Source: an optimization exercise on an open RTL-to-GDS flow (aim: a short achievable clock period and few clock cycles). Production flows keep margins and buffers that such runs may drop.
Function was checked by simulation only, so behaviour that the tests miss may differ from the original.

wip/umber:
## PCPU
module PCPU(
    input clk,
    input reset,
    input MIO_ready,
    input [31:0]inst_in,
    input [31:0]Data_in,
    input INT,
    output mem_w,
    output[31:0]PC_out,
    output[31:0]Addr_out,
    output[31:0]Data_out,
    output CPU_MIO
);
==> flow/config.mk <==
export PLATFORM = sky130hd
export DESIGN_NAME = PCPU
export DESIGN_NICKNAME = PCPU
export VERILOG_FILES = /design/flow/design.v
export SDC_FILE = /design/flow/constraint.sdc
export NUM_CORES = 4
export LEC_CHECK = 0
export ABC_CLOCK_PERIOD_IN_PS = 3000
export CAP_MARGIN = 20
export CORE_MARGIN = 2
export CORE_UTILIZATION = 40
export PLACE_DENSITY = 0.55
export SLEW_MARGIN = 20
export SYNTH_HIERARCHICAL = 1
==> flow/constraint.sdc <==
create_clock -name core_clock -period 12.0 [get_ports {clk}]
set_input_delay 2.4000 -clock core_clock [delete_from_list [all_inputs] [get_ports {clk}]]
set_output_delay 2.4000 -clock core_clock [all_outputs]
set_load 0.01 [all_outputs]
standard.sh (not shown) runs the stock make flow with config.mk's settings and CLKGATE_MAP_FILE= SYNTH_SCRIPT=/design/flow/synth_recipe.tcl, a recipe that flattens the netlist after the stock synthesis.
==> flow/flow/run.sh <==
#!/bin/bash
set -euo pipefail
MARGIN="${MARGIN:-8.0}"
sed "s|\"\${@:-finish}\"|SETUP_SLACK_MARGIN=${MARGIN} MATCH_CELL_FOOTPRINT=0 \"\${@:-finish}\"|" standard.sh > standard_tight.sh
grep -q "SETUP_SLACK_MARGIN=${MARGIN} MATCH_CELL_FOOTPRINT=0" standard_tight.sh
bash standard_tight.sh > flow_make.log 2>&1
wip/umber: PASS, flow complete, no timing, DRC or antenna violations
Testbench counts of wip/umber, summed over its fixed seeds: cycles 93,850.
## Diff of input files: wip/fjord against wip/umber
- a change of CORE_UTILIZATION from 40 to 45
- a change of PLACE_DENSITY from 0.55 to 0.6
diff --git a/flow/flow/run.sh b/flow/flow/run.sh
--- a/flow/flow/run.sh
+++ b/flow/flow/run.sh
@@ -3 +3 @@
-MARGIN="${MARGIN:-8.0}"
+MARGIN="${MARGIN:-8.2}"
Notes after the runs:
Comparing wip/fjord and wip/umber, proportion of final cell area spent on non-clock buffers is higher on wip/fjord. Violation count after the first detailed-route iteration: wip/fjord > wip/umber. Diff wip/umber -> wip/fjord | number of antenna violations at the first check in global routing | decrease of about 27%. In wip/fjord, the headroom to the max-slew limit came out 0.78 points above the value in wip/umber. [diff] worst path setup slack after routing, wip/fjord relative to wip/umber: improvement.
Modified inputs, wip/onyx compared to wip/fjord
- PLACE_DENSITY: 0.6 -> 0.62
- CORE_UTILIZATION: 45 -> 50
diff --git a/flow/flow/run.sh b/flow/flow/run.sh
--- a/flow/flow/run.sh
+++ b/flow/flow/run.sh
@@ -3 +3 @@
-MARGIN="${MARGIN:-8.2}"
+MARGIN="${MARGIN:-8.0}"
Notes after the runs:
- Looking at highest fanout seen on the critical path, wip/onyx sits 8 higher than wip/fjord does.
- wip/onyx vs. wip/fjord: total CTS buffers went down by 2.
- Relative to wip/fjord, the largest vdd supply drop of wip/onyx is lower by 6.1%.
- Summary — critical path depth, wip/onyx relative to wip/fjord: higher, by 5.0%.
- Going from wip/fjord to wip/onyx, the share of the clock period used by the worst path was found to have gone up by 1.3 points.
- From wip/fjord to wip/onyx the numbers moved as follows: number of ordinary and repair buffers in the finished layout decreased 159; maximum achievable frequency decreased by about 3.5% relative to the old numbers; combined flip-flop and latch cell area ~0 delta.
- From wip/fjord to wip/onyx the numbers moved as follows: minimum clock period up 0.15 ns, wire length of the first global-routing pass down about 5.5%.
- Apart from wip/onyx, each of wip/onyx and wip/fjord ends the flow with a layout that passes the timing, design-rule and antenna checks.
- No crash in wip/onyx: every stage finished, but the layout fails its final checks due to max-capacitance violations, max-slew violations.

---

## the previous run
Another version of the RTL of PCPU (not shown whole).
For scale: about 8900 cells after synthesis, roughly 1600 flip-flops, about 97000 sq um of cells after synthesis.
Design PCPU, start of the top module:
module PCPU(
    input clk,
    input reset,
    input MIO_ready,
    input [31:0]inst_in,
    input [31:0]Data_in,
    input INT,
    output mem_w,
    output[31:0]PC_out,
    output[31:0]Addr_out,
    output[31:0]Data_out,
    output CPU_MIO
);
    reg  [31:0] pc;
    reg         id_v;         
    reg  [31:0] ir;
    reg  [31:0] id_pc4;
    reg  [31:0] id_ptgt;      
    reg  [31:0] id_rs_r, id_rt_r;    
    reg         bm_rs, bm_rt;        
    reg         bw_rs, bw_rt;        
    reg  [31:0] ras [0:3];
    reg  [1:0]  ras_p;        
    reg  [4:0]  ex_rd;        
    reg         ex_load, ex_store;
    reg         ex_br;        
    reg         ex_push, ex_pop;      
    reg         ex_fast;      
    reg  [2:0]  ex_brt;       
    reg  [31:0] ex_pc4;
    reg  [31:0] ex_a, ex_b, ex_sd;
    reg  [4:0]  ex_sh;
    reg         ex_shv;
    reg         ex_fa, ex_fb, ex_fsd, ex_fsdl;
    reg  [3:0]  ex_fsel;      
    reg  [3:0]  ex_asel;      
    reg         ex_sub;
    reg         op_add, op_slt, op_sltu, op_and, op_or, op_xor, op_nor,
                op_sll, op_srl, op_sra, op_b;
    reg  [4:0]  mem_rd;
    reg         mem_load, mem_store;
    reg  [31:0] mem_res, mem_sd, mem_addr;
    reg  [31:0] wb_val;
    reg  [31:0] rf [1:31];
    wire [31:0] wb_data = mem_load ? Data_in : mem_res;
    integer k;
    always @(posedge clk)
        for (k = 1; k < 32; k = k + 1)
            if (mem_rd == k) rf[k] <= wb_data;
    always @(posedge clk) wb_val <= wb_data;
    assign mem_w    = mem_store;
    assign Addr_out = mem_addr;
    assign Data_out = mem_sd;
    assign CPU_MIO  = 1'b0;
    wire [31:0] a  = ex_fa ? mem_res : ex_a;
    wire [31:0] bx = ex_fb ? (mem_res ^ {32{ex_sub}}) : ex_b;
    wire [31:0] b  = bx;              
  ...
Settings: LEC_CHECK=0, ABC_CLOCK_PERIOD_IN_PS=3000, CAP_MARGIN=20, CORE_MARGIN=2, CORE_UTILIZATION=40, PLACE_DENSITY=0.55, SLEW_MARGIN=20, SYNTH_HIERARCHICAL=1; clock period 12.0 ns.
==> flow/flow/run.sh <==
#!/bin/bash
set -euo pipefail
MARGIN="${MARGIN:-8.4}"
sed "s|\"\${@:-finish}\"|SETUP_SLACK_MARGIN=${MARGIN} MATCH_CELL_FOOTPRINT=0 \"\${@:-finish}\"|" standard.sh > standard_tight.sh
grep -q "SETUP_SLACK_MARGIN=${MARGIN} MATCH_CELL_FOOTPRINT=0" standard_tight.sh
bash standard_tight.sh > flow_make.log 2>&1
Looking at the reports, the previous run completed the entire flow and the layout it produced met the timing, design-rule and antenna checks.
Testbench counts of the previous run, summed over its fixed seeds: cycles 95,458.
What the current run does differently from the previous run at the input level:
diff --git a/flow/flow/run.sh b/flow/flow/run.sh
--- a/flow/flow/run.sh
+++ b/flow/flow/run.sh
@@ -2,3 +2,3 @@
 set -euo pipefail
-MARGIN="${MARGIN:-8.4}"
+MARGIN="${MARGIN:-8.0}"
 sed "s|\"\${@:-finish}\"|SETUP_SLACK_MARGIN=${MARGIN} MATCH_CELL_FOOTPRINT=0 \"\${@:-finish}\"|" standard.sh > standard_tight.sh
The previous run → the current run: clock-buffer cell count picked up an extra about 1.6%; final clock period utilization by the worst path comparable; via count lower.

static timing again, ports no longer ideal:
In the flow no input, the clock included, has a driving cell. The finished layouts below were timed again as built, in two steps. Step 1 sets driving cells, clkbuf_16 on the clock port and buf_2 on the other inputs (assumed; they add their load-dependent delay and slew). Step 2 moves the port delays by t, midway between the first and last clock arrival at a register: inputs arrive t later, outputs are due t later. That takes back most of the time a late clock gives input paths. Three values: ideal, step 1, step 2; two values: the first two.
run	t (ns)	setup WS [ns]	hold slack, ns	worst slew at a driven data input, ns
wip/umber	0.953	7.739 / 7.739 / 6.817	0.363 / 0.363 / 0.363	0.34
wip/fjord	0.959	7.809 / 7.809 / 6.966	0.402 / 0.402 / 0.402	0.39
wip/onyx	0.944	7.655 / 7.655 / 6.714	0.396 / 0.396 / 0.396	0.54
the previous run	0.949	7.753 / 7.753 / 6.987	0.352 / 0.352 / 0.352	0.37
the current run	0.948	7.764 / 7.764 / 6.919	0.351 / 0.351 / 0.351	0.27
For wip/onyx, which loses most, drivers alone change the setup slack by 0.000 ns; drivers and shift together by -0.941 ns.
